This design comes from an exercise in tuning for small area and a short achievable clock period on the open sky130 flow, not from production work. In this exercise RTL edits were held to simulation tests only and were not proved equivalent to the original. The flow treats the clock pin as an ideal source. Dropping or thinning the clock tree relies on that and would not hold on a real chip. Power figures rest on the tool's default switching activity, not on a simulated workload.

Setup of run 1:
Design cpu, start of the top module:
module cpu(out, in, clk, reset);
input  [7:0] in;
input        clk, reset;
output [7:0] out;
reg [7:0]   out;
reg [7:0]   reg_a, reg_b, reg_c, mem_d;
reg [7:0]   alu_p, alu_g;               
reg         alu_c;                      
reg [127:0] mem;                        
reg [3:0]   a_lo, a_hi;                 
reg         c_alu;                      
reg         a_in, b_in, o_in;           
reg         o_c;                        
reg         ld_a, ld_c;                 
reg         a_c, b_c;                   
reg         o_z;                        
reg         mem_wr;                     
reg         st2, st3;                   
wire nx_s0 = ~reset & ~(a_in | b_in | o_in | ld_a | ld_c);
wire [15:0] nop = {15'd0, nx_s0} << in[7:4];
always @(posedge clk) begin
	c_alu  <= nop[0] | nop[1] | nop[2] | nop[3] | nop[4] | nop[5];
	a_in   <= nop[6];
	b_in   <= nop[7];
	o_in   <= nop[8];
	o_c    <= nop[9] | nop[11];
	ld_a   <= nop[10];
  ...
export LEC_CHECK = 0
export CAP_MARGIN = 20
export CORE_MARGIN = 2
export CORE_UTILIZATION = 55
export SETUP_SLACK_MARGIN = 2.4
export SLEW_MARGIN = 20
export SYNTH_HIERARCHICAL = 1
create_clock -name core_clock -period 4.0 [get_ports {clk}]
standard.sh (not shown) runs the stock make flow with config.mk's settings and CLKGATE_MAP_FILE= SYNTH_SCRIPT=/design/flow/synth_recipe.tcl, a recipe that flattens the netlist after the stock synthesis.
==> flow/flow/run.sh <==
#!/bin/bash
# Own layout flow: the standard flow (standard.sh) with two changes:
#  - the port buffers are sky130_fd_sc_hd__buf_4 (buffer_ports' default pick
#    is a delay cell);
#  - the clock tree step is flow/cts.tcl: the clock port drives 4 clkbuf_8,
#    which drive 8 clkbuf_16 placed at the centres of k-means clusters of the
#    registers, instead of TritonCTS's H-tree, followed by the timing repair
#    and a greedy downsizing pass that keeps the worst slack.
# Each step's output goes to a log file of its own in the work folder.
set -euo pipefail
R=$(pwd)/orfs/results/$FLOW_PLATFORM/cpu/base
PB="BUFFER_PORTS_ARGS=-buffer_cell sky130_fd_sc_hd__buf_4"
bash standard.sh "$PB" place > log_1_place.txt 2>&1
RESULTS=$R CTS_NTOP=4 CTS_NLEAF=8 CTS_TOPBUF=sky130_fd_sc_hd__clkbuf_8 \
  CTS_LEAFBUF=sky130_fd_sc_hd__clkbuf_16 SETUP_MARGIN=2.4 \
  openroad -no_init -exit flow/cts.tcl > log_2_cts.txt 2>&1
cp "$R/4_1_cts.odb" "$R/4_cts.odb"
touch "$R/4_cts.sdc"
bash standard.sh "$PB" finish > log_3_finish.txt 2>&1
==> flow/flow/cts.tcl <==
# Clock tree step of the own flow, in place of ORFS's cts.tcl: the same
# steps, but a shallow two-level clock tree (see mytree.tcl) instead of
# TritonCTS's H-tree, and a greedy downsizing pass (see downsize.tcl) after
# the timing repair.
set P $::env(FLOW_HOME)/platforms/sky130hd
set R $::env(RESULTS)
read_liberty $P/lib/sky130_fd_sc_hd__tt_025C_1v80.lib
read_db $R/3_place.odb
read_sdc $R/3_place.sdc
source $P/setRC.tcl
set_dont_use {sky130_fd_sc_hd__probe_p_8 sky130_fd_sc_hd__probec_p_8 sky130_fd_sc_hd__lpflow_*}

source [file dirname [info script]]/mytree.tcl
build_clock_tree $::env(CTS_NTOP) $::env(CTS_NLEAF) $::env(CTS_TOPBUF) $::env(CTS_LEAFBUF)

set_placement_padding -global -left 0 -right 0
detailed_placement
set_propagated_clock [all_clocks]
estimate_parasitics -placement
report_clock_latency -clock core_clock

repair_timing -setup_margin $::env(SETUP_MARGIN) -verbose
detailed_placement
estimate_parasitics -placement

# area recovery: smaller drive strengths wherever the worst slack allows
source [file dirname [info script]]/downsize.tcl
set ws0 [sta::worst_slack_cmd max]
downsize_cells [expr {$ws0 - 0.002e-9}] 0.1e-9
detailed_placement
check_placement -verbose
estimate_parasitics -placement
report_checks -path_delay max -format end -group_path_count 10
report_worst_slack -max
report_worst_slack -min

write_db $R/4_1_cts.odb
write_sdc -no_timestamp $R/4_cts.sdc
Other scripts of this flow, unchanged in this note and not shown: flow/flow/downsize.tcl, flow/flow/mytree.tcl
## Diff of input files: run 2 against run 1
--- a/flow/flow/run.sh
+++ b/flow/flow/run.sh
@@ -15 +15 @@
-  CTS_LEAFBUF=sky130_fd_sc_hd__clkbuf_16 SETUP_MARGIN=2.4 \
+  CTS_LEAFBUF=sky130_fd_sc_hd__clkbuf_16 SETUP_MARGIN=2.5 \
--- a/flow/config.mk
+++ b/flow/config.mk
@@ -10 +10 @@
-export CORE_UTILIZATION = 55
+export CORE_UTILIZATION = 40
==> results.txt <==
- Going from run 1 to run 2, fraction of the core area covered by cells at the end of the flow went down; post-route cell area +about 0.5%; wire length of the first global-routing pass barely changed; part of the total power dissipated in combinational logic saw a decrease.
- Run 2 ended with every stage complete and zero timing, DRC or antenna violations.
- Run comparison: run 2 critical path's slowest cell sky130_fd_sc_hd__dfxtp_1; run 1 critical path's slowest cell sky130_fd_sc_hd__dfxtp_2
- Register share of total power, run 2 and run 1: smaller value in run 1
- The global placement routability congestion of run 2 falls short of that of run 1 by about 5%.
- Compared with run 1, run 2 shows share of the final layout cell area in multi-input gates lower by 0.36 points.
- Ratio of routed vias to standard cells, run 2 vs run 1: down by more than 10%
- Delta (run 2 minus run 1): final critical-path share of the clock period now smaller, first-iteration DRC count now smaller, fraction of power consumed by the clock network went down 0.3 points.
For run 3, these inputs were changed with respect to run 2:
--- a/flow/flow/run.sh
+++ b/flow/flow/run.sh
@@ -5,2 +5,2 @@
-#  - the clock tree step is flow/cts.tcl: the clock port drives 4 clkbuf_8,
-#    which drive 8 clkbuf_16 placed at the centres of k-means clusters of the
+#  - the clock tree step is flow/cts.tcl: the clock port drives 4 clkbuf_16,
+#    which drive 12 clkbuf_16 placed at the centres of k-means clusters of the
@@ -14,2 +14,2 @@
-RESULTS=$R CTS_NTOP=4 CTS_NLEAF=8 CTS_TOPBUF=sky130_fd_sc_hd__clkbuf_8 \
-  CTS_LEAFBUF=sky130_fd_sc_hd__clkbuf_16 SETUP_MARGIN=2.5 \
+RESULTS=$R CTS_NTOP=4 CTS_NLEAF=12 CTS_TOPBUF=sky130_fd_sc_hd__clkbuf_16 \
+  CTS_LEAFBUF=sky130_fd_sc_hd__clkbuf_16 SETUP_MARGIN=2.4 \
==> results.txt <==
Both conditions hold for run 3: the flow ran to the end and the final layout passed the timing, DRC and antenna checks.
Summary — share of the core filled with cells in the final layout, run 3 relative to run 2: higher, by 0.48 points.
Cell area | run 3 vs run 2 | run 3 larger
Compared to run 2, run 3 has clock power share 5.8 points higher.
Taking run 2 as 1.0, run 3 lands at 0.806 on first-iteration detailed-routing DRC count.
For run 4, these inputs were changed with respect to run 3:
--- a/flow/flow/run.sh
+++ b/flow/flow/run.sh
@@ -2 +2 @@
-# Own layout flow: the standard flow (standard.sh) with two changes:
+# Own layout flow: the standard flow (standard.sh) with these changes:
@@ -5,2 +5,2 @@
-#  - the clock tree step is flow/cts.tcl: the clock port drives 4 clkbuf_16,
-#    which drive 12 clkbuf_16 placed at the centres of k-means clusters of the
+#  - the clock tree step is flow/cts.tcl: the clock port drives 4 clkbuf_8,
+#    which drive 8 clkbuf_16 placed at the centres of k-means clusters of the
@@ -8 +8,3 @@
-#    and a greedy downsizing pass that keeps the worst slack.
+#    and a greedy downsizing pass that keeps the worst slack;
+#  - after global routing, flow/grt_post.tcl runs the downsizing pass again
+#    on the global-routing parasitics (nets rerouted incrementally).
@@ -14 +16 @@
-RESULTS=$R CTS_NTOP=4 CTS_NLEAF=12 CTS_TOPBUF=sky130_fd_sc_hd__clkbuf_16 \
+RESULTS=$R CTS_NTOP=4 CTS_NLEAF=8 CTS_TOPBUF=sky130_fd_sc_hd__clkbuf_8 \
@@ -19 +21 @@
-bash standard.sh "$PB" finish > log_3_finish.txt 2>&1
+OWN_FLOW_DIR=$(pwd)/flow bash standard.sh "$PB" "POST_GLOBAL_ROUTE_TCL=$(pwd)/flow/grt_post.tcl" finish > log_3_finish.txt 2>&1
==> flow/flow/grt_post.tcl (new file) <==
# POST_GLOBAL_ROUTE hook of the own flow: a second greedy downsizing pass on
# the global-routing parasitics, keeping the worst setup slack, with the
# changed nets routed again incrementally before the detailed router runs.
source $::env(OWN_FLOW_DIR)/downsize.tcl
global_route -start_incremental
set ws0 [sta::worst_slack_cmd max]
puts "post-grt downsize: worst slack before [expr {$ws0 * 1e9}]"
downsize_cells [expr {$ws0 - 0.002e-9}] 0.1e-9
detailed_placement
global_route -end_incremental
estimate_parasitics -global_routing
puts "post-grt downsize: worst slack after [expr {[sta::worst_slack_cmd max] * 1e9}]"
check_placement -verbose
write_guides $::env(RESULTS_DIR)/route.guide
### Flow results
As far as number of enable-type register cells in the synthesized netlist goes, run 4 and run 3 are indistinguishable; the numbers are identical. The sequential fraction of total cell area number comes out lower for run 3 vs run 4. Run 4 ended with every stage complete and zero timing, DRC or antenna violations. Setup slack in run 4 is smaller than in run 3.
In every run of this note, the design's own scripts or RTL, not TritonCTS, make the clock network.

## afterwards: timing with drivers on the ports
Ports are ideal in the flow. The routed layouts listed here were re-timed in OpenROAD.
Step 1 assumes that a clkbuf_16 drives the clock port and a buf_2 every other input.
Step 2 adds t to the input delays and takes it off the output delays; t is the mean of the earliest and latest rising clock arrival at the registers after step 1. Input paths then give back, and output paths get back, about the clock's delay inside the block.
Three values: ideal ports, drivers, drivers and shift; two values: the first two.
run	t, ns	setup WS [ns]	worst setup path at the end	clock arrival spread, ns	worst data-port slew with drivers (ns)
run 1	0.385	2.369 / 2.330 / 2.077	input to register	0.017 / 0.017	0.03
run 2	0.379	2.410 / 2.336 / 2.150	input to register	0.021 / 0.021	0.03
run 3	0.371	2.419 / 2.328 / 2.159	input to register	0.019 / 0.019	0.03
run 4	0.378	2.091 / 2.143 / 1.765	input to register	0.022 / 0.022	0.03
After both steps setup and hold are still met in every run listed. The setup slack of run 4, which loses most, moves by +0.052 ns with the drivers and by -0.326 ns with both steps.
